Context: an optimization exercise on an open-source flow, tuned for small area and a short achievable clock period. The choices shown serve that exercise and are no tape-out recipe.
At most, simulation tests tie the RTL to the original design; equivalence was not proved.
Power and IR drop assume default switching activity.

==> module perceptron_ctrl, before the edit <==
module perceptron_ctrl (
    input        clk,
    input        reset,
    input  [1:0] W1W0b_en_i,
    output       en_egress,
    output       en_ingress,
    input        val_i,
    output       rdy_o,
    output reg   val_o,
    input        rdy_i
);
reg  val_o_reg;
wire reset_internal = reset | (|W1W0b_en_i);
wire busy = val_o & val_o_reg;
rdy_gate u_rdy_port (.rdy_i(rdy_i), .busy(busy), .reset(reset), .en(W1W0b_en_i), .rdy(rdy_o));
rdy_gate u_rdy_int  (.rdy_i(rdy_i), .busy(busy), .reset(reset), .en(W1W0b_en_i), .rdy(en_ingress));
assign en_egress = rdy_i | ~val_o;
always @ (posedge clk)
begin
  if (reset_internal == 1)
  begin
    val_o_reg <= 0;
    val_o     <= 0;
  end else begin
    if (en_ingress == 1)
      val_o_reg <= val_i;
    if (en_egress == 1)
      val_o <= val_o_reg;
  end
end
endmodule
Settings: LEC_CHECK=0, CAP_MARGIN=20, CORE_MARGIN=2, CORE_UTILIZATION=55, CTS_BUF_LIST=sky130_fd_sc_hd__clkbuf_8, SETUP_SLACK_MARGIN=4.6, SLEW_MARGIN=20, SYNTH_HIERARCHICAL=1, SYNTH_MINIMUM_KEEP_SIZE=0; clock period 9.0 ns.
standard.sh (not shown) runs the stock make flow with config.mk's settings and CLKGATE_MAP_FILE= SYNTH_SCRIPT=/design/flow/synth_recipe.tcl, a recipe that flattens the netlist after the stock synthesis.
==> flow/flow/run.sh <==
#!/bin/bash
# The standard layout (standard.sh: unchanged synthesis and steps), with
#  - the port buffers made of a plain buffer cell instead of the delay buffer
#    that buffer_ports picks by default, and
#  - setup repair limited to resizing gates and swapping pins (no buffer
#    insertion or gate cloning).
# ORFS keeps each step's full log under orfs/logs/; make's own output goes to
# make.log here.
set -euo pipefail
bash standard.sh BUFFER_PORTS_ARGS="-buffer_cell sky130_fd_sc_hd__buf_1" \
  SETUP_MOVE_SEQUENCE="unbuffer,sizeup,swap" finish > make.log 2>&1
The first run finished with timing, DRC and antenna clean.
Change:
--- a/flow/design.v
+++ b/flow/design.v
@@ -1,7 +1,13 @@
 module rdy_gate (input rdy_i, input busy, input reset, input [1:0] en, output rdy);
   assign rdy = (rdy_i | ~busy) & ~(reset | en[1] | en[0]);
 endmodule
+module nor3m (input a, input b, input c, output y);
+  assign y = ~(a | b | c);
+endmodule
+module ao_en (input a, input b, input c, output y);
+  assign y = (a | ~b) & c;
+endmodule
 module perceptron_ctrl (
     input        clk,
     input        reset,
     input  [1:0] W1W0b_en_i,
@@ -12,12 +18,14 @@
     output reg   val_o,
     input        rdy_i
 );
 reg  val_o_reg;
-wire reset_internal = reset | (|W1W0b_en_i);
 wire busy = val_o & val_o_reg;
 rdy_gate u_rdy_port (.rdy_i(rdy_i), .busy(busy), .reset(reset), .en(W1W0b_en_i), .rdy(rdy_o));
-rdy_gate u_rdy_int  (.rdy_i(rdy_i), .busy(busy), .reset(reset), .en(W1W0b_en_i), .rdy(en_ingress));
+wire go;    
+nor3m u_go (.a(reset), .b(W1W0b_en_i[1]), .c(W1W0b_en_i[0]), .y(go));
+ao_en u_en_in (.a(rdy_i), .b(busy), .c(go), .y(en_ingress));
+wire reset_internal = ~go;
 assign en_egress = rdy_i | ~val_o;
 always @ (posedge clk)
 begin
   if (reset_internal == 1)
Result: The changed run passed the timing, design-rule and antenna checks; first-iteration DRC count went up by 2.3%; design area goes down by 1.8%; synthesized cell count stays flat; clock power goes down by about 2%; worst setup slack got worse by 0.0050 ns; wire length hardly moves; non-clock buffer count went down by 13; critical path depth is higher by 9; worst hold slack hardly moves.
No run of this note included a check of the RTL's function; only the layout flow was run.


perceptron_top, a different RTL version from the one above (not shown whole).
Size: about 130 flip-flops, about 44 I/O pins, about 14000 sq um of cells after synthesis.
==> module rdy_gate, before the edit <==
module rdy_gate (input rdy_i, input busy, input reset, input [1:0] en, output rdy);
  wire t1, t2;
  nor2c  u_t1 (.a(reset), .b(en[1]), .y(t1));
  rdy_t2 u_t2 (.a(en[0]), .b(busy), .c(rdy_i), .y(t2));
  and2c  u_rd (.a(t1), .b(t2), .y(rdy));
endmodule
==> module nor2c, before the edit <==
module nor2c (input a, input b, output y);
  assign y = ~(a | b);
endmodule
==> module rdy_t2, before the edit <==
module rdy_t2 (input a, input b, input c, output y);
  assign y = ~(a | (b & ~c));
endmodule
==> module and2c, before the edit <==
module and2c (input a, input b, output y);
  assign y = a & b;
endmodule
==> flow/config.mk <==
export PLATFORM = sky130hd
export DESIGN_NAME = perceptron_top
export DESIGN_NICKNAME = perceptron_top
export VERILOG_FILES = /design/flow/design.v
export SDC_FILE = /design/flow/constraint.sdc
export NUM_CORES = 4
export LEC_CHECK = 0
export CAP_MARGIN = 20
export CORE_MARGIN = 2
export CORE_UTILIZATION = 55
export CTS_BUF_LIST = sky130_fd_sc_hd__clkbuf_8
export SETUP_SLACK_MARGIN = 4.6
export SLEW_MARGIN = 20
export SYNTH_HIERARCHICAL = 1
export SYNTH_MINIMUM_KEEP_SIZE = 0
==> flow/constraint.sdc <==
create_clock -name core_clock -period 9.0 [get_ports {clk}]
set_input_delay 1.8000 -clock core_clock [delete_from_list [all_inputs] [get_ports {clk}]]
set_output_delay 1.8000 -clock core_clock [all_outputs]
set_load 0.01 [all_outputs]
Scripts as last shown in full above: flow/flow/run.sh
Rerun with:
--- a/flow/design.v
+++ b/flow/design.v
@@ -1,20 +1,8 @@
 module rdy_gate (input rdy_i, input busy, input reset, input [1:0] en, output rdy);
-  wire t1, t2;
-  nor2c  u_t1 (.a(reset), .b(en[1]), .y(t1));
-  rdy_t2 u_t2 (.a(en[0]), .b(busy), .c(rdy_i), .y(t2));
-  and2c  u_rd (.a(t1), .b(t2), .y(rdy));
-endmodule
-module nor2c (input a, input b, output y);
-  assign y = ~(a | b);
-endmodule
-module rdy_t2 (input a, input b, input c, output y);
-  assign y = ~(a | (b & ~c));
-endmodule
-module and2c (input a, input b, output y);
-  assign y = a & b;
+  assign rdy = (rdy_i | ~busy) & ~(reset | en[1] | en[0]);
 endmodule
 module nor3m (input a, input b, input c, output y);
   assign y = ~(a | b | c);
 endmodule
 module ao_en (input a, input b, input c, output y);
   assign y = (a | ~b) & c;
The changed run finished with timing, DRC and antenna clean.
Utilization increases by 0.18 points.
Sequential power stays flat.
Global-route usage is higher by 0.87 points.
Fmax stays flat.
Hold slack improves by 6.5 ps.
Synthesized area barely changes.
Combinational power goes up by about 0.8%.
Function not checked in the first run of this note: the RTL went through the layout flow alone.

-- static timing again, ports no longer ideal --
The results above use ideal ports. As a check the final layouts listed here were re-extracted and re-timed, cells and wires unchanged. Step 1, drivers: a clkbuf_16 drives clk and a buf_2 each remaining input, both assumed. Step 2 moves the port delays by t, midway between the first and last clock arrival at a register: inputs arrive t later, outputs are due t later. That takes back most of the time a late clock gives input paths. Slacks: no drivers / after step 1 / after step 2; pairs: no drivers / after step 1.
run	t (ns)	setup WS [ns]	worst setup path at the end	clock arrival spread, ns	pins driven straight from the clock port
the first run of note 1	0.500	4.692 / 4.671 / 4.671	input to output	0.021 / 0.021	1
the second run of note 1	0.504	4.687 / 4.667 / 4.667	input to output	0.018 / 0.019	1
the first run of note 2	0.505	4.663 / 4.663 / 4.663	register to register	0.027 / 0.026	1
the second run of note 2	0.518	4.662 / 4.638 / 4.638	input to output	0.021 / 0.021	1
After both steps every run listed still meets setup and hold. The setup slack of the second run of note 2, which loses most, moves by -0.024 ns with the drivers and by -0.024 ns with both steps.
